What follows belongs to an exercise in optimizing a design on an open flow for small area and a short achievable clock period; a production flow would make more cautious choices.
The RTL was checked by simulation tests, not by an equivalence proof against the original design.

`flow/run.sh`:
```
#!/bin/bash
# synth_recipe.tcl (not shown) runs the flow's synth.tcl, then flattens the netlist and writes it again
# the make line also repeats each setting of config.mk as NAME=value (left out here)
make -C /OpenROAD-flow-scripts/flow DESIGN_CONFIG=/design/flow/config.mk WORK_HOME=/design/flow/orfs CLKGATE_MAP_FILE= SYNTH_SCRIPT=/design/flow/synth_recipe.tcl finish
```
`flow/config.mk`:
```
export PLATFORM = sky130hd
export DESIGN_NAME = top_32bit
export DESIGN_NICKNAME = top_32bit
export VERILOG_FILES = /design/flow/design.v
export SDC_FILE = /design/flow/constraint.sdc
export NUM_CORES = 4
export LEC_CHECK = 0
export CAP_MARGIN = 20
export CORE_MARGIN = 2
export CORE_UTILIZATION = 60
export SETUP_SLACK_MARGIN = 5
export SLEW_MARGIN = 20
export SYNTH_HIERARCHICAL = 1
```
`flow/constraint.sdc`:
```
create_clock -name core_clock -period 12.0 [get_ports {clk}]
set_input_delay 2.4000 -clock core_clock [delete_from_list [all_inputs] [get_ports {clk}]]
set_output_delay 2.4000 -clock core_clock [all_outputs]
set_load 0.01 [all_outputs]
```
`flow/design.v`:
```
module top_32bit(
    input               clk,
    input               we,
    input               reset,
    input      [31:0]   data,
    input      [1:0]    p_sel,
    input      [31:0]   P0,
    input      [31:0]   P1,
    output     [31:0]   P0_out,
    output     [31:0]   P1_out,
    output     [31:0]   data_out
  );
  localparam [2:0] OP_ADD = 3'd0, OP_SUB = 3'd1, OP_MUL = 3'd2, OP_AND = 3'd3,
                   OP_OR  = 3'd4, OP_XOR = 3'd5, OP_LT  = 3'd6;
  reg  [4:0]  a1;
  reg         first;
  always @(posedge clk or posedge reset)
    if (reset) a1 <= 5'd0;
    else       a1 <= first ? 5'd0 : a1 + 5'd1;
  always @(posedge clk)
    first <= reset;
  wire [3:0] d_op = data[31:28];
  wire [2:0] d_rs = data[27:25];
  wire [2:0] d_rA = data[24:22];
  wire [2:0] d_rB = data[21:19];
  reg  [2:0] e_op, e_A, e_B;
  always @* begin
    e_A = d_rA;
    e_B = d_rB;
    case (d_op)
      4'b0000: e_op = OP_ADD;
      4'b0001: e_op = OP_SUB;
      4'b0010: e_op = OP_MUL;
      4'b0011: e_op = OP_AND;
      4'b0100: e_op = OP_OR;
      4'b0101: e_op = OP_XOR;
      4'b0110: begin e_op = OP_LT; e_A = d_rB; e_B = d_rA; end
      4'b0111: e_op = OP_LT;
      4'b1001: begin e_op = OP_AND; e_B = d_rA; end
      default: begin e_op = OP_XOR; e_B = d_rA; end
    endcase
  end
  wire [11:0] enc = {e_op, d_rs, e_A, e_B};
  reg  [11:0] mem [0:31];
  always @(posedge clk)
    if (we) mem[a1] <= enc;
  reg  [11:0] J;
  always @(posedge clk)
    J <= we ? enc : mem[a1];
  wire [2:0] j_op = J[11:9];
  wire [2:0] j_rs = J[8:6];
  wire [2:0] j_A  = J[5:3];
  wire [2:0] j_B  = J[2:0];
  reg  [31:0]  R0, R1;
  reg  [191:0] Rh;         
  reg  [7:2]   valid;
  reg  [2:0]   rs_cur;     
  wire [31:0]  alu;        
  always @(posedge clk or posedge reset)
    if (reset) begin
      R0 <= 32'd0;
      R1 <= 32'd0;
    end else begin
      if (rs_cur == 3'd0) R0 <= p_sel[0] ? alu : P0;
      if (rs_cur == 3'd1) R1 <= p_sel[1] ? alu : P1;
    end
  genvar k;
  generate
    for (k = 2; k < 8; k = k + 1) begin : g_reg
      always @(posedge clk)
        if (rs_cur == k) Rh[32*(k-2) +: 32] <= alu;
      always @(posedge clk or posedge reset)
        if (reset)             valid[k] <= 1'b0;
        else if (rs_cur == k)  valid[k] <= 1'b1;
    end
  endgenerate
  wire [255:0] Rall = {Rh, R1, R0};
  wire [7:0]   vall = {valid, 2'b11};
  wire        fwdA = (j_A == rs_cur);
  wire        fwdB = (j_B == rs_cur);
  wire [31:0] rA_val = Rall[32*j_A +: 32];
  wire [31:0] rB_val = Rall[32*j_B +: 32];
  wire [31:0] A_reg = vall[j_A] ? rA_val : 32'd0;
  wire [31:0] B_reg = vall[j_B] ? rB_val : 32'd0;
  wire        sP0 = (rs_cur == 3'd0) & ~p_sel[0];
  wire        sP1 = (rs_cur == 3'd1) & ~p_sel[1];
  wire [31:0] wbv = sP0 ? P0 : sP1 ? P1 : alu;
  wire [31:0] A = fwdA ? wbv : A_reg;
  wire [31:0] B = fwdB ? wbv : B_reg;
  wire        is_mul = (j_op == OP_MUL);
  wire        is_add = (j_op == OP_ADD);
  wire        is_sub = (j_op == OP_SUB);
  reg  [31:0] ox;
  always @* begin
    case (j_op)
      OP_ADD, OP_SUB: ox = A;
      OP_OR:          ox = A | B;
      OP_XOR:         ox = A ^ B;
      OP_LT:          ox = {31'd0, A < B};
      default:        ox = A & B;
    endcase
  end
  wire [31:0] oy   = is_add ? B : is_sub ? ~B : 32'd0;
  wire        ocin = is_sub;
  wire [117:0] mid_next;
  reg  [117:0] mid;
  wire [114:0] t;
  assign mid_next[0] = is_mul ? t[0] : ox[0];
  assign mid_next[1] = is_mul ? t[1] : oy[0];
  assign mid_next[2] = is_mul ? 1'b0 : ocin;
  assign mid_next[3] = is_mul ? t[2] : ox[1];
  assign mid_next[4] = is_mul ? 1'b0 : oy[1];
  assign mid_next[5] = is_mul ? t[3] : ox[2];
  assign mid_next[6] = is_mul ? t[4] : oy[2];
  assign mid_next[7] = is_mul ? t[5] : 1'b0;
  assign mid_next[8] = is_mul ? t[6] : ox[3];
  assign mid_next[9] = is_mul ? t[7] : oy[3];
  assign mid_next[10] = is_mul ? t[8] : ox[4];
  assign mid_next[11] = is_mul ? t[9] : oy[4];
  assign mid_next[12] = is_mul ? t[10] : 1'b0;
  assign mid_next[13] = is_mul ? t[11] : 1'b0;
  assign mid_next[14] = is_mul ? t[12] : ox[5];
  assign mid_next[15] = is_mul ? t[13] : oy[5];
  assign mid_next[16] = is_mul ? t[14] : 1'b0;
  assign mid_next[17] = is_mul ? t[15] : ox[6];
  assign mid_next[18] = is_mul ? t[16] : oy[6];
  assign mid_next[19] = is_mul ? t[17] : 1'b0;
  assign mid_next[20] = is_mul ? t[18] : 1'b0;
  assign mid_next[21] = is_mul ? t[19] : ox[7];
  assign mid_next[22] = is_mul ? t[20] : oy[7];
  assign mid_next[23] = is_mul ? t[21] : 1'b0;
  assign mid_next[24] = is_mul ? t[22] : 1'b0;
  assign mid_next[25] = is_mul ? t[23] : ox[8];
  assign mid_next[26] = is_mul ? t[24] : oy[8];
  assign mid_next[27] = is_mul ? t[25] : 1'b0;
  assign mid_next[28] = is_mul ? t[26] : 1'b0;
  assign mid_next[29] = is_mul ? t[27] : ox[9];
  assign mid_next[30] = is_mul ? t[28] : oy[9];
  assign mid_next[31] = is_mul ? t[29] : 1'b0;
  assign mid_next[32] = is_mul ? t[30] : 1'b0;
  assign mid_next[33] = is_mul ? t[31] : ox[10];
  assign mid_next[34] = is_mul ? t[32] : oy[10];
  assign mid_next[35] = is_mul ? t[33] : 1'b0;
  assign mid_next[36] = is_mul ? t[34] : 1'b0;
  assign mid_next[37] = is_mul ? t[35] : ox[11];
  assign mid_next[38] = is_mul ? t[36] : oy[11];
  assign mid_next[39] = is_mul ? t[37] : 1'b0;
  assign mid_next[40] = is_mul ? t[38] : 1'b0;
  assign mid_next[41] = is_mul ? t[39] : ox[12];
  assign mid_next[42] = is_mul ? t[40] : oy[12];
  assign mid_next[43] = is_mul ? t[41] : 1'b0;
  assign mid_next[44] = is_mul ? t[42] : 1'b0;
  assign mid_next[45] = is_mul ? t[43] : ox[13];
  assign mid_next[46] = is_mul ? t[44] : oy[13];
  assign mid_next[47] = is_mul ? t[45] : 1'b0;
  assign mid_next[48] = is_mul ? t[46] : 1'b0;
  assign mid_next[49] = is_mul ? t[47] : ox[14];
  assign mid_next[50] = is_mul ? t[48] : oy[14];
  assign mid_next[51] = is_mul ? t[49] : 1'b0;
  assign mid_next[52] = is_mul ? t[50] : 1'b0;
  assign mid_next[53] = is_mul ? t[51] : ox[15];
  assign mid_next[54] = is_mul ? t[52] : oy[15];
  assign mid_next[55] = is_mul ? t[53] : 1'b0;
  assign mid_next[56] = is_mul ? t[54] : 1'b0;
  assign mid_next[57] = is_mul ? t[55] : ox[16];
  assign mid_next[58] = is_mul ? t[56] : oy[16];
  assign mid_next[59] = is_mul ? t[57] : 1'b0;
  assign mid_next[60] = is_mul ? t[58] : 1'b0;
  assign mid_next[61] = is_mul ? t[59] : ox[17];
  assign mid_next[62] = is_mul ? t[60] : oy[17];
  assign mid_next[63] = is_mul ? t[61] : 1'b0;
  assign mid_next[64] = is_mul ? t[62] : 1'b0;
  assign mid_next[65] = is_mul ? t[63] : ox[18];
  assign mid_next[66] = is_mul ? t[64] : oy[18];
  assign mid_next[67] = is_mul ? t[65] : 1'b0;
  assign mid_next[68] = is_mul ? t[66] : 1'b0;
  assign mid_next[69] = is_mul ? t[67] : ox[19];
  assign mid_next[70] = is_mul ? t[68] : oy[19];
  assign mid_next[71] = is_mul ? t[69] : 1'b0;
  assign mid_next[72] = is_mul ? t[70] : 1'b0;
  assign mid_next[73] = is_mul ? t[71] : ox[20];
  assign mid_next[74] = is_mul ? t[72] : oy[20];
  assign mid_next[75] = is_mul ? t[73] : 1'b0;
  assign mid_next[76] = is_mul ? t[74] : 1'b0;
  assign mid_next[77] = is_mul ? t[75] : ox[21];
  assign mid_next[78] = is_mul ? t[76] : oy[21];
  assign mid_next[79] = is_mul ? t[77] : 1'b0;
  assign mid_next[80] = is_mul ? t[78] : 1'b0;
  assign mid_next[81] = is_mul ? t[79] : ox[22];
  assign mid_next[82] = is_mul ? t[80] : oy[22];
  assign mid_next[83] = is_mul ? t[81] : 1'b0;
  assign mid_next[84] = is_mul ? t[82] : 1'b0;
  assign mid_next[85] = is_mul ? t[83] : ox[23];
  assign mid_next[86] = is_mul ? t[84] : oy[23];
  assign mid_next[87] = is_mul ? t[85] : 1'b0;
  assign mid_next[88] = is_mul ? t[86] : 1'b0;
  assign mid_next[89] = is_mul ? t[87] : ox[24];
  assign mid_next[90] = is_mul ? t[88] : oy[24];
  assign mid_next[91] = is_mul ? t[89] : 1'b0;
  assign mid_next[92] = is_mul ? t[90] : 1'b0;
  assign mid_next[93] = is_mul ? t[91] : ox[25];
  assign mid_next[94] = is_mul ? t[92] : oy[25];
  assign mid_next[95] = is_mul ? t[93] : 1'b0;
  assign mid_next[96] = is_mul ? t[94] : 1'b0;
  assign mid_next[97] = is_mul ? t[95] : ox[26];
  assign mid_next[98] = is_mul ? t[96] : oy[26];
  assign mid_next[99] = is_mul ? t[97] : 1'b0;
  assign mid_next[100] = is_mul ? t[98] : 1'b0;
  assign mid_next[101] = is_mul ? t[99] : ox[27];
  assign mid_next[102] = is_mul ? t[100] : oy[27];
  assign mid_next[103] = is_mul ? t[101] : 1'b0;
  assign mid_next[104] = is_mul ? t[102] : 1'b0;
  assign mid_next[105] = is_mul ? t[103] : ox[28];
  assign mid_next[106] = is_mul ? t[104] : oy[28];
  assign mid_next[107] = is_mul ? t[105] : 1'b0;
  assign mid_next[108] = is_mul ? t[106] : 1'b0;
  assign mid_next[109] = is_mul ? t[107] : ox[29];
  assign mid_next[110] = is_mul ? t[108] : oy[29];
  assign mid_next[111] = is_mul ? t[109] : 1'b0;
  assign mid_next[112] = is_mul ? t[110] : 1'b0;
  assign mid_next[113] = is_mul ? 1'b1 : ox[30];
  assign mid_next[114] = is_mul ? t[111] : oy[30];
  assign mid_next[115] = is_mul ? t[112] : 1'b0;
  assign mid_next[116] = is_mul ? t[113] : ox[31];
  assign mid_next[117] = is_mul ? t[114] : oy[31];
  mulfront u_front (.a(A[15:0]), .b(B[15:0]), .t(t));
  always @(posedge clk or posedge reset)
    if (reset) begin
      mid    <= 0;
      rs_cur <= 3'd0;
    end else begin
      mid    <= mid_next;
      rs_cur <= j_rs;
    end
  csaback u_back (.m(mid), .s(alu));
  assign P0_out   = R0;
  assign P1_out   = R1;
  assign data_out = alu;
endmodule
module mulfront(input [15:0] a, input [15:0] b, output [114:0] t);
  wire one1;
  wire two2;
  wire neg3;
  wire pp4;
  wire pp5;
  wire pp6;
  wire pp7;
  wire pp8;
  wire pp9;
  wire pp10;
  wire pp11;
  wire pp12;
  wire pp13;
  wire pp14;
  wire pp15;
  wire pp16;
  wire pp17;
  wire pp18;
  wire pp19;
  wire pp20;
  wire ns21;
  wire one22;
  wire two23;
  wire neg24;
  wire pp25;
  wire pp26;
  wire pp27;
  wire pp28;
  wire pp29;
  wire pp30;
  wire pp31;
  wire pp32;
  wire pp33;
  wire pp34;
  wire pp35;
  wire pp36;
  wire pp37;
  wire pp38;
  wire pp39;
  wire pp40;
  wire pp41;
  wire ns42;
  wire one43;
  wire two44;
  wire neg45;
  wire pp46;
  wire pp47;
  wire pp48;
  wire pp49;
  wire pp50;
  wire pp51;
  wire pp52;
  wire pp53;
  wire pp54;
  wire pp55;
  wire pp56;
  wire pp57;
  wire pp58;
  wire pp59;
  wire pp60;
  wire pp61;
  wire pp62;
  wire ns63;
  wire one64;
  wire two65;
  wire neg66;
  wire pp67;
  wire pp68;
  wire pp69;
  wire pp70;
  wire pp71;
  wire pp72;
  wire pp73;
  wire pp74;
  wire pp75;
  wire pp76;
  wire pp77;
  wire pp78;
  wire pp79;
  wire pp80;
  wire pp81;
  wire pp82;
  wire pp83;
  wire ns84;
  wire one85;
  wire two86;
  wire neg87;
  wire pp88;
  wire pp89;
  wire pp90;
  wire pp91;
  wire pp92;
  wire pp93;
  wire pp94;
  wire pp95;
  wire pp96;
  wire pp97;
  wire pp98;
  wire pp99;
  wire pp100;
  wire pp101;
  wire pp102;
  wire pp103;
  wire pp104;
  wire ns105;
  wire one106;
  wire two107;
  wire neg108;
  wire pp109;
  wire pp110;
  wire pp111;
  wire pp112;
  wire pp113;
  wire pp114;
  wire pp115;
  wire pp116;
  wire pp117;
  wire pp118;
  wire pp119;
  wire pp120;
  wire pp121;
  wire pp122;
  wire pp123;
  wire pp124;
  wire pp125;
  wire ns126;
  wire one127;
  wire two128;
  wire neg129;
  wire pp130;
  wire pp131;
  wire pp132;
  wire pp133;
  wire pp134;
  wire pp135;
  wire pp136;
  wire pp137;
  wire pp138;
  wire pp139;
  wire pp140;
  wire pp141;
  wire pp142;
  wire pp143;
  wire pp144;
  wire pp145;
  wire pp146;
  wire ns147;
  wire one148;
  wire two149;
  wire neg150;
  wire pp151;
  wire pp152;
  wire pp153;
  wire pp154;
  wire pp155;
  wire pp156;
  wire pp157;
  wire pp158;
  wire pp159;
  wire pp160;
  wire pp161;
  wire pp162;
  wire pp163;
  wire pp164;
  wire pp165;
  wire pp166;
  wire pp167;
  wire ns168;
  wire one169;
  wire pp170;
  wire pp171;
  wire pp172;
  wire pp173;
  wire pp174;
  wire pp175;
  wire pp176;
  wire pp177;
  wire pp178;
  wire pp179;
  wire pp180;
  wire pp181;
  wire pp182;
  wire pp183;
  wire pp184;
  wire pp185;
  wire s186;
  wire c187;
  wire s188;
  wire c189;
  wire s190;
  wire c191;
  wire s192;
  wire c193;
  wire s194;
  wire c195;
  wire s196;
  wire c197;
  wire s198;
  wire c199;
  wire s200;
  wire c201;
  wire s202;
  wire c203;
  wire s204;
  wire c205;
  wire s206;
  wire c207;
  wire s208;
  wire c209;
  wire s210;
  wire c211;
  wire s212;
  wire c213;
  wire s214;
  wire c215;
  wire s216;
  wire c217;
  wire s218;
  wire c219;
  wire s220;
  wire c221;
  wire s222;
  wire c223;
  wire s224;
  wire c225;
  wire s226;
  wire c227;
  wire s228;
  wire c229;
  wire s230;
  wire c231;
  wire s232;
  wire c233;
  wire s234;
  wire c235;
  wire s236;
  wire c237;
  wire s238;
  wire c239;
  wire s240;
  wire c241;
  wire s242;
  wire c243;
  wire s244;
  wire c245;
  wire s246;
  wire c247;
  wire s248;
  wire c249;
  wire s250;
  wire c251;
  wire s252;
  wire c253;
  wire s254;
  wire c255;
  wire s256;
  wire c257;
  wire s258;
  wire c259;
  wire s260;
  wire c261;
  wire s262;
  wire c263;
  wire s264;
  wire c265;
  wire s266;
  wire c267;
  wire s268;
  wire c269;
  wire s270;
  wire c271;
  wire s272;
  wire c273;
  wire s274;
  wire c275;
  wire s276;
  wire c277;
  wire s278;
  wire c279;
  wire s280;
  wire c281;
  wire s282;
  wire c283;
  wire s284;
  wire c285;
  wire s286;
  wire c287;
  wire s288;
  wire c289;
  wire s290;
  wire c291;
  wire s292;
  wire c293;
  wire s294;
  wire c295;
  wire s296;
  wire c297;
  wire s298;
  wire c299;
  wire s300;
  wire c301;
  wire s302;
  wire c303;
  wire s304;
  wire c305;
  wire s306;
  wire c307;
  wire s308;
  wire c309;
  wire s310;
  wire c311;
  wire s312;
  wire c313;
  wire s314;
  wire c315;
  wire s316;
  wire c317;
  wire s318;
  wire c319;
  wire s320;
  wire c321;
  wire s322;
  wire c323;
  wire s324;
  wire c325;
  wire s326;
  wire c327;
  wire s328;
  wire c329;
  wire s330;
  wire c331;
  wire s332;
  wire c333;
  wire s334;
  wire c335;
  assign one1 = b[0] ^ 1'b0;
  assign two2 = (b[1] & ~b[0] & ~1'b0) | (~b[1] & b[0] & 1'b0);
  assign neg3 = b[1];
  assign pp4 = ((one1 & a[0]) | (two2 & 1'b0)) ^ neg3;
  assign pp5 = ((one1 & a[1]) | (two2 & a[0])) ^ neg3;
  assign pp6 = ((one1 & a[2]) | (two2 & a[1])) ^ neg3;
  assign pp7 = ((one1 & a[3]) | (two2 & a[2])) ^ neg3;
  assign pp8 = ((one1 & a[4]) | (two2 & a[3])) ^ neg3;
  assign pp9 = ((one1 & a[5]) | (two2 & a[4])) ^ neg3;
  assign pp10 = ((one1 & a[6]) | (two2 & a[5])) ^ neg3;
  assign pp11 = ((one1 & a[7]) | (two2 & a[6])) ^ neg3;
  assign pp12 = ((one1 & a[8]) | (two2 & a[7])) ^ neg3;
  assign pp13 = ((one1 & a[9]) | (two2 & a[8])) ^ neg3;
  assign pp14 = ((one1 & a[10]) | (two2 & a[9])) ^ neg3;
  assign pp15 = ((one1 & a[11]) | (two2 & a[10])) ^ neg3;
  assign pp16 = ((one1 & a[12]) | (two2 & a[11])) ^ neg3;
  assign pp17 = ((one1 & a[13]) | (two2 & a[12])) ^ neg3;
  assign pp18 = ((one1 & a[14]) | (two2 & a[13])) ^ neg3;
  assign pp19 = ((one1 & a[15]) | (two2 & a[14])) ^ neg3;
  assign pp20 = ((one1 & 1'b0) | (two2 & a[15])) ^ neg3;
  assign ns21 = ~neg3;
  assign one22 = b[2] ^ b[1];
  assign two23 = (b[3] & ~b[2] & ~b[1]) | (~b[3] & b[2] & b[1]);
  assign neg24 = b[3];
  assign pp25 = ((one22 & a[0]) | (two23 & 1'b0)) ^ neg24;
  assign pp26 = ((one22 & a[1]) | (two23 & a[0])) ^ neg24;
  assign pp27 = ((one22 & a[2]) | (two23 & a[1])) ^ neg24;
  assign pp28 = ((one22 & a[3]) | (two23 & a[2])) ^ neg24;
  assign pp29 = ((one22 & a[4]) | (two23 & a[3])) ^ neg24;
  assign pp30 = ((one22 & a[5]) | (two23 & a[4])) ^ neg24;
  assign pp31 = ((one22 & a[6]) | (two23 & a[5])) ^ neg24;
  assign pp32 = ((one22 & a[7]) | (two23 & a[6])) ^ neg24;
  assign pp33 = ((one22 & a[8]) | (two23 & a[7])) ^ neg24;
  assign pp34 = ((one22 & a[9]) | (two23 & a[8])) ^ neg24;
  assign pp35 = ((one22 & a[10]) | (two23 & a[9])) ^ neg24;
  assign pp36 = ((one22 & a[11]) | (two23 & a[10])) ^ neg24;
  assign pp37 = ((one22 & a[12]) | (two23 & a[11])) ^ neg24;
  assign pp38 = ((one22 & a[13]) | (two23 & a[12])) ^ neg24;
  assign pp39 = ((one22 & a[14]) | (two23 & a[13])) ^ neg24;
  assign pp40 = ((one22 & a[15]) | (two23 & a[14])) ^ neg24;
  assign pp41 = ((one22 & 1'b0) | (two23 & a[15])) ^ neg24;
  assign ns42 = ~neg24;
  assign one43 = b[4] ^ b[3];
  assign two44 = (b[5] & ~b[4] & ~b[3]) | (~b[5] & b[4] & b[3]);
  assign neg45 = b[5];
  assign pp46 = ((one43 & a[0]) | (two44 & 1'b0)) ^ neg45;
  assign pp47 = ((one43 & a[1]) | (two44 & a[0])) ^ neg45;
  assign pp48 = ((one43 & a[2]) | (two44 & a[1])) ^ neg45;
  assign pp49 = ((one43 & a[3]) | (two44 & a[2])) ^ neg45;
  assign pp50 = ((one43 & a[4]) | (two44 & a[3])) ^ neg45;
  assign pp51 = ((one43 & a[5]) | (two44 & a[4])) ^ neg45;
  assign pp52 = ((one43 & a[6]) | (two44 & a[5])) ^ neg45;
  assign pp53 = ((one43 & a[7]) | (two44 & a[6])) ^ neg45;
  assign pp54 = ((one43 & a[8]) | (two44 & a[7])) ^ neg45;
  assign pp55 = ((one43 & a[9]) | (two44 & a[8])) ^ neg45;
  assign pp56 = ((one43 & a[10]) | (two44 & a[9])) ^ neg45;
  assign pp57 = ((one43 & a[11]) | (two44 & a[10])) ^ neg45;
  assign pp58 = ((one43 & a[12]) | (two44 & a[11])) ^ neg45;
  assign pp59 = ((one43 & a[13]) | (two44 & a[12])) ^ neg45;
  assign pp60 = ((one43 & a[14]) | (two44 & a[13])) ^ neg45;
  assign pp61 = ((one43 & a[15]) | (two44 & a[14])) ^ neg45;
  assign pp62 = ((one43 & 1'b0) | (two44 & a[15])) ^ neg45;
  assign ns63 = ~neg45;
  assign one64 = b[6] ^ b[5];
  assign two65 = (b[7] & ~b[6] & ~b[5]) | (~b[7] & b[6] & b[5]);
  assign neg66 = b[7];
  assign pp67 = ((one64 & a[0]) | (two65 & 1'b0)) ^ neg66;
  assign pp68 = ((one64 & a[1]) | (two65 & a[0])) ^ neg66;
  assign pp69 = ((one64 & a[2]) | (two65 & a[1])) ^ neg66;
  assign pp70 = ((one64 & a[3]) | (two65 & a[2])) ^ neg66;
  assign pp71 = ((one64 & a[4]) | (two65 & a[3])) ^ neg66;
  assign pp72 = ((one64 & a[5]) | (two65 & a[4])) ^ neg66;
  assign pp73 = ((one64 & a[6]) | (two65 & a[5])) ^ neg66;
  assign pp74 = ((one64 & a[7]) | (two65 & a[6])) ^ neg66;
  assign pp75 = ((one64 & a[8]) | (two65 & a[7])) ^ neg66;
  assign pp76 = ((one64 & a[9]) | (two65 & a[8])) ^ neg66;
  assign pp77 = ((one64 & a[10]) | (two65 & a[9])) ^ neg66;
  assign pp78 = ((one64 & a[11]) | (two65 & a[10])) ^ neg66;
  assign pp79 = ((one64 & a[12]) | (two65 & a[11])) ^ neg66;
  assign pp80 = ((one64 & a[13]) | (two65 & a[12])) ^ neg66;
  assign pp81 = ((one64 & a[14]) | (two65 & a[13])) ^ neg66;
  assign pp82 = ((one64 & a[15]) | (two65 & a[14])) ^ neg66;
  assign pp83 = ((one64 & 1'b0) | (two65 & a[15])) ^ neg66;
  assign ns84 = ~neg66;
  assign one85 = b[8] ^ b[7];
  assign two86 = (b[9] & ~b[8] & ~b[7]) | (~b[9] & b[8] & b[7]);
  assign neg87 = b[9];
  assign pp88 = ((one85 & a[0]) | (two86 & 1'b0)) ^ neg87;
  assign pp89 = ((one85 & a[1]) | (two86 & a[0])) ^ neg87;
  assign pp90 = ((one85 & a[2]) | (two86 & a[1])) ^ neg87;
  assign pp91 = ((one85 & a[3]) | (two86 & a[2])) ^ neg87;
  assign pp92 = ((one85 & a[4]) | (two86 & a[3])) ^ neg87;
  assign pp93 = ((one85 & a[5]) | (two86 & a[4])) ^ neg87;
  assign pp94 = ((one85 & a[6]) | (two86 & a[5])) ^ neg87;
  assign pp95 = ((one85 & a[7]) | (two86 & a[6])) ^ neg87;
  assign pp96 = ((one85 & a[8]) | (two86 & a[7])) ^ neg87;
  assign pp97 = ((one85 & a[9]) | (two86 & a[8])) ^ neg87;
  assign pp98 = ((one85 & a[10]) | (two86 & a[9])) ^ neg87;
  assign pp99 = ((one85 & a[11]) | (two86 & a[10])) ^ neg87;
  assign pp100 = ((one85 & a[12]) | (two86 & a[11])) ^ neg87;
  assign pp101 = ((one85 & a[13]) | (two86 & a[12])) ^ neg87;
  assign pp102 = ((one85 & a[14]) | (two86 & a[13])) ^ neg87;
  assign pp103 = ((one85 & a[15]) | (two86 & a[14])) ^ neg87;
  assign pp104 = ((one85 & 1'b0) | (two86 & a[15])) ^ neg87;
  assign ns105 = ~neg87;
  assign one106 = b[10] ^ b[9];
  assign two107 = (b[11] & ~b[10] & ~b[9]) | (~b[11] & b[10] & b[9]);
  assign neg108 = b[11];
  assign pp109 = ((one106 & a[0]) | (two107 & 1'b0)) ^ neg108;
  assign pp110 = ((one106 & a[1]) | (two107 & a[0])) ^ neg108;
  assign pp111 = ((one106 & a[2]) | (two107 & a[1])) ^ neg108;
  assign pp112 = ((one106 & a[3]) | (two107 & a[2])) ^ neg108;
  assign pp113 = ((one106 & a[4]) | (two107 & a[3])) ^ neg108;
  assign pp114 = ((one106 & a[5]) | (two107 & a[4])) ^ neg108;
  assign pp115 = ((one106 & a[6]) | (two107 & a[5])) ^ neg108;
  assign pp116 = ((one106 & a[7]) | (two107 & a[6])) ^ neg108;
  assign pp117 = ((one106 & a[8]) | (two107 & a[7])) ^ neg108;
  assign pp118 = ((one106 & a[9]) | (two107 & a[8])) ^ neg108;
  assign pp119 = ((one106 & a[10]) | (two107 & a[9])) ^ neg108;
  assign pp120 = ((one106 & a[11]) | (two107 & a[10])) ^ neg108;
  assign pp121 = ((one106 & a[12]) | (two107 & a[11])) ^ neg108;
  assign pp122 = ((one106 & a[13]) | (two107 & a[12])) ^ neg108;
  assign pp123 = ((one106 & a[14]) | (two107 & a[13])) ^ neg108;
  assign pp124 = ((one106 & a[15]) | (two107 & a[14])) ^ neg108;
  assign pp125 = ((one106 & 1'b0) | (two107 & a[15])) ^ neg108;
  assign ns126 = ~neg108;
  assign one127 = b[12] ^ b[11];
  assign two128 = (b[13] & ~b[12] & ~b[11]) | (~b[13] & b[12] & b[11]);
  assign neg129 = b[13];
  assign pp130 = ((one127 & a[0]) | (two128 & 1'b0)) ^ neg129;
  assign pp131 = ((one127 & a[1]) | (two128 & a[0])) ^ neg129;
  assign pp132 = ((one127 & a[2]) | (two128 & a[1])) ^ neg129;
  assign pp133 = ((one127 & a[3]) | (two128 & a[2])) ^ neg129;
  assign pp134 = ((one127 & a[4]) | (two128 & a[3])) ^ neg129;
  assign pp135 = ((one127 & a[5]) | (two128 & a[4])) ^ neg129;
  assign pp136 = ((one127 & a[6]) | (two128 & a[5])) ^ neg129;
  assign pp137 = ((one127 & a[7]) | (two128 & a[6])) ^ neg129;
  assign pp138 = ((one127 & a[8]) | (two128 & a[7])) ^ neg129;
  assign pp139 = ((one127 & a[9]) | (two128 & a[8])) ^ neg129;
  assign pp140 = ((one127 & a[10]) | (two128 & a[9])) ^ neg129;
  assign pp141 = ((one127 & a[11]) | (two128 & a[10])) ^ neg129;
  assign pp142 = ((one127 & a[12]) | (two128 & a[11])) ^ neg129;
  assign pp143 = ((one127 & a[13]) | (two128 & a[12])) ^ neg129;
  assign pp144 = ((one127 & a[14]) | (two128 & a[13])) ^ neg129;
  assign pp145 = ((one127 & a[15]) | (two128 & a[14])) ^ neg129;
  assign pp146 = ((one127 & 1'b0) | (two128 & a[15])) ^ neg129;
  assign ns147 = ~neg129;
  assign one148 = b[14] ^ b[13];
  assign two149 = (b[15] & ~b[14] & ~b[13]) | (~b[15] & b[14] & b[13]);
  assign neg150 = b[15];
  assign pp151 = ((one148 & a[0]) | (two149 & 1'b0)) ^ neg150;
  assign pp152 = ((one148 & a[1]) | (two149 & a[0])) ^ neg150;
  assign pp153 = ((one148 & a[2]) | (two149 & a[1])) ^ neg150;
  assign pp154 = ((one148 & a[3]) | (two149 & a[2])) ^ neg150;
  assign pp155 = ((one148 & a[4]) | (two149 & a[3])) ^ neg150;
  assign pp156 = ((one148 & a[5]) | (two149 & a[4])) ^ neg150;
  assign pp157 = ((one148 & a[6]) | (two149 & a[5])) ^ neg150;
  assign pp158 = ((one148 & a[7]) | (two149 & a[6])) ^ neg150;
  assign pp159 = ((one148 & a[8]) | (two149 & a[7])) ^ neg150;
  assign pp160 = ((one148 & a[9]) | (two149 & a[8])) ^ neg150;
  assign pp161 = ((one148 & a[10]) | (two149 & a[9])) ^ neg150;
  assign pp162 = ((one148 & a[11]) | (two149 & a[10])) ^ neg150;
  assign pp163 = ((one148 & a[12]) | (two149 & a[11])) ^ neg150;
  assign pp164 = ((one148 & a[13]) | (two149 & a[12])) ^ neg150;
  assign pp165 = ((one148 & a[14]) | (two149 & a[13])) ^ neg150;
  assign pp166 = ((one148 & a[15]) | (two149 & a[14])) ^ neg150;
  assign pp167 = ((one148 & 1'b0) | (two149 & a[15])) ^ neg150;
  assign ns168 = ~neg150;
  assign one169 = 1'b0 ^ b[15];
  assign pp170 = one169 & a[0];
  assign pp171 = one169 & a[1];
  assign pp172 = one169 & a[2];
  assign pp173 = one169 & a[3];
  assign pp174 = one169 & a[4];
  assign pp175 = one169 & a[5];
  assign pp176 = one169 & a[6];
  assign pp177 = one169 & a[7];
  assign pp178 = one169 & a[8];
  assign pp179 = one169 & a[9];
  assign pp180 = one169 & a[10];
  assign pp181 = one169 & a[11];
  assign pp182 = one169 & a[12];
  assign pp183 = one169 & a[13];
  assign pp184 = one169 & a[14];
  assign pp185 = one169 & a[15];
  assign {c187,s186} = pp14 + pp33;
  assign {c189,s188} = pp15 + pp34;
  assign {c191,s190} = pp16 + pp35 + pp54;
  assign {c193,s192} = pp73 + pp92;
  assign {c195,s194} = pp17 + pp36 + pp55;
  assign {c197,s196} = pp74 + pp93;
  assign {c199,s198} = pp18 + pp37 + pp56;
  assign {c201,s200} = pp75 + pp94 + pp113;
  assign {c203,s202} = pp132 + pp151;
  assign {c205,s204} = pp19 + pp38 + pp57;
  assign {c207,s206} = pp76 + pp95 + pp114;
  assign {c209,s208} = pp133 + pp152;
  assign {c211,s210} = pp20 + pp39 + pp58;
  assign {c213,s212} = pp77 + pp96 + pp115;
  assign {c215,s214} = pp134 + pp153 + pp170;
  assign {c217,s216} = neg3 + pp40 + pp59;
  assign {c219,s218} = pp78 + pp97 + pp116;
  assign {c221,s220} = pp135 + pp154 + pp171;
  assign {c223,s222} = neg3 + pp41 + pp60;
  assign {c225,s224} = pp79 + pp98 + pp117;
  assign {c227,s226} = pp136 + pp155 + pp172;
  assign {c229,s228} = ns21 + ns42 + pp61;
  assign {c231,s230} = pp80 + pp99 + pp118;
  assign {c233,s232} = pp137 + pp156 + pp173;
  assign {c235,s234} = 1'b1 + pp62 + pp81;
  assign {c237,s236} = pp100 + pp119 + pp138;
  assign {c239,s238} = pp157 + pp174;
  assign {c241,s240} = ns63 + pp82 + pp101;
  assign {c243,s242} = pp120 + pp139 + pp158;
  assign {c245,s244} = 1'b1 + pp83 + pp102;
  assign {c247,s246} = pp121 + pp140;
  assign {c249,s248} = ns84 + pp103 + pp122;
  assign {c251,s250} = 1'b1 + pp104;
  assign {c253,s252} = pp10 + pp29;
  assign {c255,s254} = pp11 + pp30;
  assign {c257,s256} = pp12 + pp31 + pp50;
  assign {c259,s258} = pp69 + pp88;
  assign {c261,s260} = pp13 + pp32 + pp51;
  assign {c263,s262} = pp70 + pp89;
  assign {c265,s264} = s186 + pp52 + pp71;
  assign {c267,s266} = pp90 + pp109 + neg108;
  assign {c269,s268} = c187 + s188 + pp53;
  assign {c271,s270} = pp72 + pp91 + pp110;
  assign {c273,s272} = c189 + s190 + s192;
  assign {c275,s274} = pp111 + pp130 + neg129;
  assign {c277,s276} = c191 + c193 + s194;
  assign {c279,s278} = s196 + pp112 + pp131;
  assign {c281,s280} = c195 + c197 + s198;
  assign {c283,s282} = s200 + s202 + neg150;
  assign {c285,s284} = c199 + c201 + c203;
  assign {c287,s286} = s204 + s206 + s208;
  assign {c289,s288} = c205 + c207 + c209;
  assign {c291,s290} = s210 + s212 + s214;
  assign {c293,s292} = c211 + c213 + c215;
  assign {c295,s294} = s216 + s218 + s220;
  assign {c297,s296} = c217 + c219 + c221;
  assign {c299,s298} = s222 + s224 + s226;
  assign {c301,s300} = c223 + c225 + c227;
  assign {c303,s302} = s228 + s230 + s232;
  assign {c305,s304} = c229 + c231 + c233;
  assign {c307,s306} = s234 + s236 + s238;
  assign {c309,s308} = c235 + c237 + c239;
  assign {c311,s310} = s240 + s242 + pp175;
  assign {c313,s312} = c241 + c243 + s244;
  assign {c315,s314} = s246 + pp159 + pp176;
  assign {c317,s316} = c245 + c247 + s248;
  assign {c319,s318} = pp141 + pp160 + pp177;
  assign {c321,s320} = c249 + s250 + pp123;
  assign {c323,s322} = pp142 + pp161 + pp178;
  assign {c325,s324} = c251 + ns105 + pp124;
  assign {c327,s326} = pp143 + pp162 + pp179;
  assign {c329,s328} = 1'b1 + pp125 + pp144;
  assign {c331,s330} = pp163 + pp180;
  assign {c333,s332} = ns126 + pp145 + pp164;
  assign {c335,s334} = 1'b1 + pp146;
  assign t[0] = pp4;
  assign t[1] = neg3;
  assign t[2] = pp5;
  assign t[3] = pp6;
  assign t[4] = pp25;
  assign t[5] = neg24;
  assign t[6] = pp7;
  assign t[7] = pp26;
  assign t[8] = pp8;
  assign t[9] = pp27;
  assign t[10] = pp46;
  assign t[11] = neg45;
  assign t[12] = pp9;
  assign t[13] = pp28;
  assign t[14] = pp47;
  assign t[15] = s252;
  assign t[16] = pp48;
  assign t[17] = pp67;
  assign t[18] = neg66;
  assign t[19] = c253;
  assign t[20] = s254;
  assign t[21] = pp49;
  assign t[22] = pp68;
  assign t[23] = c255;
  assign t[24] = s256;
  assign t[25] = s258;
  assign t[26] = neg87;
  assign t[27] = c257;
  assign t[28] = c259;
  assign t[29] = s260;
  assign t[30] = s262;
  assign t[31] = c261;
  assign t[32] = c263;
  assign t[33] = s264;
  assign t[34] = s266;
  assign t[35] = c265;
  assign t[36] = c267;
  assign t[37] = s268;
  assign t[38] = s270;
  assign t[39] = c269;
  assign t[40] = c271;
  assign t[41] = s272;
  assign t[42] = s274;
  assign t[43] = c273;
  assign t[44] = c275;
  assign t[45] = s276;
  assign t[46] = s278;
  assign t[47] = c277;
  assign t[48] = c279;
  assign t[49] = s280;
  assign t[50] = s282;
  assign t[51] = c281;
  assign t[52] = c283;
  assign t[53] = s284;
  assign t[54] = s286;
  assign t[55] = c285;
  assign t[56] = c287;
  assign t[57] = s288;
  assign t[58] = s290;
  assign t[59] = c289;
  assign t[60] = c291;
  assign t[61] = s292;
  assign t[62] = s294;
  assign t[63] = c293;
  assign t[64] = c295;
  assign t[65] = s296;
  assign t[66] = s298;
  assign t[67] = c297;
  assign t[68] = c299;
  assign t[69] = s300;
  assign t[70] = s302;
  assign t[71] = c301;
  assign t[72] = c303;
  assign t[73] = s304;
  assign t[74] = s306;
  assign t[75] = c305;
  assign t[76] = c307;
  assign t[77] = s308;
  assign t[78] = s310;
  assign t[79] = c309;
  assign t[80] = c311;
  assign t[81] = s312;
  assign t[82] = s314;
  assign t[83] = c313;
  assign t[84] = c315;
  assign t[85] = s316;
  assign t[86] = s318;
  assign t[87] = c317;
  assign t[88] = c319;
  assign t[89] = s320;
  assign t[90] = s322;
  assign t[91] = c321;
  assign t[92] = c323;
  assign t[93] = s324;
  assign t[94] = s326;
  assign t[95] = c325;
  assign t[96] = c327;
  assign t[97] = s328;
  assign t[98] = s330;
  assign t[99] = c329;
  assign t[100] = c331;
  assign t[101] = s332;
  assign t[102] = pp181;
  assign t[103] = c333;
  assign t[104] = s334;
  assign t[105] = pp165;
  assign t[106] = pp182;
  assign t[107] = c335;
  assign t[108] = ns147;
  assign t[109] = pp166;
  assign t[110] = pp183;
  assign t[111] = pp167;
  assign t[112] = pp184;
  assign t[113] = ns168;
  assign t[114] = pp185;
endmodule
module csaback(input [117:0] m, output [31:0] s);
  wire s1;
  wire c2;
  wire s3;
  wire c4;
  wire s5;
  wire c6;
  wire s7;
  wire c8;
  wire s9;
  wire c10;
  wire s11;
  wire c12;
  wire s13;
  wire c14;
  wire s15;
  wire c16;
  wire s17;
  wire c18;
  wire s19;
  wire c20;
  wire s21;
  wire c22;
  wire s23;
  wire c24;
  wire s25;
  wire c26;
  wire s27;
  wire c28;
  wire s29;
  wire c30;
  wire s31;
  wire c32;
  wire s33;
  wire c34;
  wire s35;
  wire c36;
  wire s37;
  wire c38;
  wire s39;
  wire c40;
  wire s41;
  wire c42;
  wire s43;
  wire c44;
  wire s45;
  wire c46;
  wire s47;
  wire c48;
  wire s49;
  wire c50;
  wire s51;
  wire c52;
  wire s53;
  wire c54;
  wire s55;
  wire c56;
  wire s57;
  wire c58;
  wire s59;
  wire c60;
  wire s61;
  wire c62;
  wire s63;
  wire c64;
  wire s65;
  wire c66;
  wire s67;
  wire c68;
  wire s69;
  wire c70;
  wire s71;
  wire c72;
  wire s73;
  wire c74;
  wire s75;
  wire c76;
  wire s77;
  wire c78;
  wire s79;
  wire c80;
  wire s81;
  wire c82;
  wire s83;
  wire c84;
  wire s85;
  wire c86;
  wire s87;
  wire c88;
  wire s89;
  wire c90;
  wire s91;
  wire c92;
  wire s93;
  wire c94;
  wire s95;
  wire c96;
  wire s97;
  wire c98;
  wire s99;
  wire c100;
  wire s101;
  wire c102;
  wire s103;
  wire c104;
  wire s105;
  wire c106;
  wire s107;
  wire c108;
  wire s109;
  wire c110;
  wire s111;
  wire c112;
  wire s113;
  wire c114;
  wire s115;
  wire c116;
  wire s117;
  wire c118;
  assign {c2,s1} = m[10] + m[11];
  assign {c4,s3} = m[14] + m[15];
  assign {c6,s5} = m[17] + m[18] + m[19];
  assign {c8,s7} = m[21] + m[22] + m[23];
  assign {c10,s9} = m[25] + m[26] + m[27];
  assign {c12,s11} = m[29] + m[30] + m[31];
  assign {c14,s13} = m[33] + m[34] + m[35];
  assign {c16,s15} = m[37] + m[38] + m[39];
  assign {c18,s17} = m[41] + m[42] + m[43];
  assign {c20,s19} = m[45] + m[46] + m[47];
  assign {c22,s21} = m[49] + m[50] + m[51];
  assign {c24,s23} = m[53] + m[54] + m[55];
  assign {c26,s25} = m[57] + m[58] + m[59];
  assign {c28,s27} = m[61] + m[62] + m[63];
  assign {c30,s29} = m[65] + m[66] + m[67];
  assign {c32,s31} = m[69] + m[70] + m[71];
  assign {c34,s33} = m[73] + m[74] + m[75];
  assign {c36,s35} = m[77] + m[78] + m[79];
  assign {c38,s37} = m[81] + m[82] + m[83];
  assign {c40,s39} = m[85] + m[86] + m[87];
  assign {c42,s41} = m[89] + m[90] + m[91];
  assign {c44,s43} = m[93] + m[94] + m[95];
  assign {c46,s45} = m[97] + m[98] + m[99];
  assign {c48,s47} = m[101] + m[102] + m[103];
  assign {c50,s49} = m[105] + m[106] + m[107];
  assign {c52,s51} = m[109] + m[110] + m[111];
  assign {c54,s53} = m[113] + m[114];
  assign {c56,s55} = m[0] + m[1];
  assign {c58,s57} = m[3] + m[4];
  assign {c60,s59} = m[5] + m[6] + m[7];
  assign {c62,s61} = m[8] + m[9];
  assign {c64,s63} = s1 + m[12] + m[13];
  assign {c66,s65} = c2 + s3 + m[16];
  assign {c68,s67} = c4 + s5 + m[20];
  assign {c70,s69} = c6 + s7 + m[24];
  assign {c72,s71} = c8 + s9 + m[28];
  assign {c74,s73} = c10 + s11 + m[32];
  assign {c76,s75} = c12 + s13 + m[36];
  assign {c78,s77} = c14 + s15 + m[40];
  assign {c80,s79} = c16 + s17 + m[44];
  assign {c82,s81} = c18 + s19 + m[48];
  assign {c84,s83} = c20 + s21 + m[52];
  assign {c86,s85} = c22 + s23 + m[56];
  assign {c88,s87} = c24 + s25 + m[60];
  assign {c90,s89} = c26 + s27 + m[64];
  assign {c92,s91} = c28 + s29 + m[68];
  assign {c94,s93} = c30 + s31 + m[72];
  assign {c96,s95} = c32 + s33 + m[76];
  assign {c98,s97} = c34 + s35 + m[80];
  assign {c100,s99} = c36 + s37 + m[84];
  assign {c102,s101} = c38 + s39 + m[88];
  assign {c104,s103} = c40 + s41 + m[92];
  assign {c106,s105} = c42 + s43 + m[96];
  assign {c108,s107} = c44 + s45 + m[100];
  assign {c110,s109} = c46 + s47 + m[104];
  assign {c112,s111} = c48 + s49 + m[108];
  assign {c114,s113} = c50 + s51 + m[112];
  assign {c116,s115} = c52 + s53 + m[115];
  assign {c118,s117} = c54 + m[116] + m[117];
  wire [31:0] ra = {c116, c114, c112, c110, c108, c106, c104, c102, c100, c98, c96, c94, c92, c90, c88, c86, c84, c82, c80, c78, c76, c74, c72, c70, c68, c66, c64, c62, c60, c58, c56, s55};
  wire [31:0] rb = {s117, s115, s113, s111, s109, s107, s105, s103, s101, s99, s97, s95, s93, s91, s89, s87, s85, s83, s81, s79, s77, s75, s73, s71, s69, s67, s65, s63, s61, s59, s57, m[2]};
  assign s = ra + rb;
endmodule
```
==> summary.md <==
| Metric | Value |
|---|---|
| Worst-Skew Late Latency | 660 ps |
| Num CTS Buffers | 86 |
| Flops & latches, synth | 778 |
| Fmax | 145.0 MHz |
| Antenna-violating nets left | 0 |
| Area of the die | 81340 um2 |
| Warnings, synthesis | 7 |
| Gr usage total | 0.3510 |
| Routed Wire Length | 144000 um |
| Ports | 197 |
| Die height | 285.2 um |
| Clock tree buffer depth | 3 |
| Worst slew pin tran | 1024 ps |
| Root buf cell | clkbuf_16 |
| RR Startpoint | mid[17] |
| Seq/Total Area, Yosys | 0.4705 |
| Via-to-Cell Ratio | 6.662 |
| H-tree depth | 3 |
| Row cnt | 103 |
| Setup TNS Final | 0 ps |
| Grt ovf | 0 |
| Clock sinks | 778 |
| Setup slack after layout | 5104 ps |
| Reg clk slew, reported paths | 60 ps |
| CTS Hold Bufs | 0 |
| Vias | 34560 |
| Post-synthesis cell count | 4083 |
| Die W | 285.2 um |
| CP Max Fanout | 10 |
| DR pass1 iterations | 6 |
| Post-synthesis cell area | 47440 um2 |
| Post-detailed-route wirelength per cell | 27.75 um |
| Ratio of cells with drive above 1 in the final layout | 0.1830 |
| Post-synth EDFFs | 576 |
| Starting Density | 0.6035 |
| # DRC | 0 |
| Initial antenna violation count | 2 |
| Hold Path Stages | 0 |
| Initial DRC Count | 4251 |
| Nets | 4426 |
| Yosys top cell area share | 0.3646 |
| Area delta synth->final | 11.40% |
| Yosys top cell by area | edfxtp_1 |
| I/O Buffers | 177 |
| Post-synth top flop | edfxtp_1 |
| Status | complete, no violations |
| RR Endpoint | mid[77] |
| # setup viols final | 0 |
| Final Hold Viols | 0 |
| Worst hold-check path type | reg -> reg |
| R2R depth | 31 |
| Worst slack, placed | 2888 ps |
| Startpoint types | flop |
| Global-route wire length before repair | 214300 um |
| Synth unique cells | 86 |
| Leading post-synthesis cells by cell area | edfxtp_1 36%, dfrtp_1 10%, mux2i_1 5.4%, mux4_2 5.2%, a21oi_1 4.6% |
| Fillers | 5733 |
| Crit path time final | 6896 ps |
| Vias in the first global route | 33910 |
| RSZ-0062 raised after global routing | true |
| Routability congestion estimate | 0.8806 |
| Commonest non-fill, non-tap cell in the layout | edfxtp_1 |
| Final Slew Violations | 0 |
| Largest net degree at the start of global routing | 89 |
| Worst slew margin | 0.3173 |
| CTS tree | yes |
| N_diodes | 0 |
| Worst path arrival time | 4500 ps |
| Total core area | 78610 um2 |
| Commonest non-fill, non-tap cells in the layout | 576 x edfxtp_1, 427 x a21oi_1, 325 x nor2_1, 252 x mux2i_1, 196 x dfrtp_1 |
| Required @ worst endpoint | 9600 ps |
| Detailed-placement wirelength estimate | 92810 um |
| Async set or reset register ratio after synthesis | 0.2519 |
| Fin Clk Skew | 42.13 ps |
| Worst setup path category | reg -> out |
| Period utilization | 0.5747 |
| Flop2flop setup slack | 5210 ps |
| CP Capture Type | output port |
| Min-delay src | a1[1] |
| Mapped Avg Cell Area | 11.62 um2 |
| Synthesized Nets | 4443 |
| Number of max-cap violations | 0 |
[state kept, by name, indices dropped and copies added (netlist names), named ones only]
register,flops
mid,118
R0,32
Rh,192
first,1
valid,6
rs_cur,3
R1,32
a1,5
mem,384
[Yosys stat by module (local to each module, per instance)]
module,cell area [um2],flip-flops and latches
top_32bit,38120,778
csaback,2811,0
mulfront,6518,0
[cell type report]
type / instances / area [um2] / area share
multi-input cells: 2702 / 22610 / 0.4277
flip-flops and latches: 778 / 22330 / 0.4225
repair buffers: 334 / 3184 / 0.06025
clock buffers: 108 / 2265 / 0.04285
well taps: 1050 / 1314 / 0.02486
inverters: 162 / 643.1 / 0.01217
clock inverters: 51 / 500.5 / 0.009469
repair inverters: 2 / 10.01 / 0.0001894
[synthesized netlist by cell type, types with 11 or more instances]
library cell and n:
buf_2 80, nand3_1 22, o21ai_0 106, a22oi_1 55
clkbuf_1 182, o22a_1 12, and2_1 18, and3_1 54
nand2_1 193, buf_6 22, inv_1 136, o22ai_2 24
nand2b_1 11, o22a_2 28, o22ai_1 76, a21o_1 43
ha_1 152, a221oi_1 41, nor2_1 345, nor3_1 18
mux2_2 153, a21oi_1 434, edfxtp_1 576, o211ai_1 21
buf_1 39, o21a_1 16, fa_1 107, dfrtp_1 196
xor2_1 25, buf_4 114, a211o_1 13, xnor2_1 77
mux2i_1 254, nor2b_1 16, inv_2 24, a211oi_1 68
mux4_2 109, o21ai_1 47
[kinds of logic after synthesis]
| family | synth area share |
|---|---|
| AOI/OAI and AO/OA | 0.1471 |
| DFF | 0.4705 |
| and+or+nand+nor | 0.06846 |
| buffers and inverters | 0.06358 |
| muxes | 0.1450 |
| adders and majority gates | 0.08650 |
| xor gates and xnor gates | 0.01883 |
[what timing repair did]
item,4_1_cts,5_1_grt
cloned,4,1
resized for setup,77,42
setup endpoints to repair,121,54
buffers inserted,19,17
pin swaps,13,8
[per-stage QoR]
| stage | utilization | hold slack (ps) | cell area, um2 | std cells |
|---|---|---|---|---|
| 3_3_place_gp | 0.6258 | 430.6 | 49200 | 4987 |
| 6_report | 0.6723 | 466.2 | 52850 | 5187 |
| 2_1_floorplan | - | 345.4 | 47450 | 4083 |
| 4_1_cts | 0.6681 | 465.9 | 52520 | 5169 |
| 3_5_place_dp | 0.6258 | 453.0 | 49200 | 4987 |
| 5_1_grt | 0.6723 | 483.9 | 52850 | 5187 |
[worst max path at each step]
stage,to,slack [ps],depth (start not counted),start
final,data_out[31],5100,17,mid[17]
after CTS,data_out[25],4880,15,mid[17]
after detailed placement,mid[49],2890,23,flop
after floorplan,mid[53],5380,20,p_sel[0]
after global placement,mid[49],3020,23,flop
after global routing,mid[77],4960,31,mid[17]
[critical path: stages, from the launching register on]
cell,delay [ps]
dfrtp_1,380
fa_1,550
inv_1,50
fa_1,480
inv_1,70
ha_4,290
a21o_1,130
a21oi_2,70
buf_4,140
o21ai_1,170
a21oi_2,80
buf_4,180
a211oi_4,300
o22ai_2,130
o31ai_2,240
xnor2_1,150
buf_4,220
clkbuf_2,190
[metal layers]
metal,GRT usage,share of wire,wire length [um]
met5,0,0.00017,25
met4,0.1062,0.027,3866
met3,0.05840,0.10,14380
met2,0.5372,0.45,65000
met1,0.5184,0.42,60680

==> re-timing with driven ports <==
Ports are ideal in the flow. The routed layout listed here was re-timed in OpenROAD. Step 1: set_driving_cell puts a clkbuf_16 on clk and a buf_2 on each other input, an assumption about the parent block. Step 2 also shifts input and output timing later by t, the mid clock arrival at the registers, as if the neighbouring blocks saw the same clock. a / b / c = no drivers / after step 1 / after step 2; a / b = the first two.
shift t [ns]: 0.712
setup slack, ns: 5.104 / 5.034 / 4.596
clock arrival spread, ns: 0.044 / 0.043
After both steps this run still meets setup and hold. The setup slack of this run moves by -0.070 ns with the drivers and by -0.508 ns with both steps.
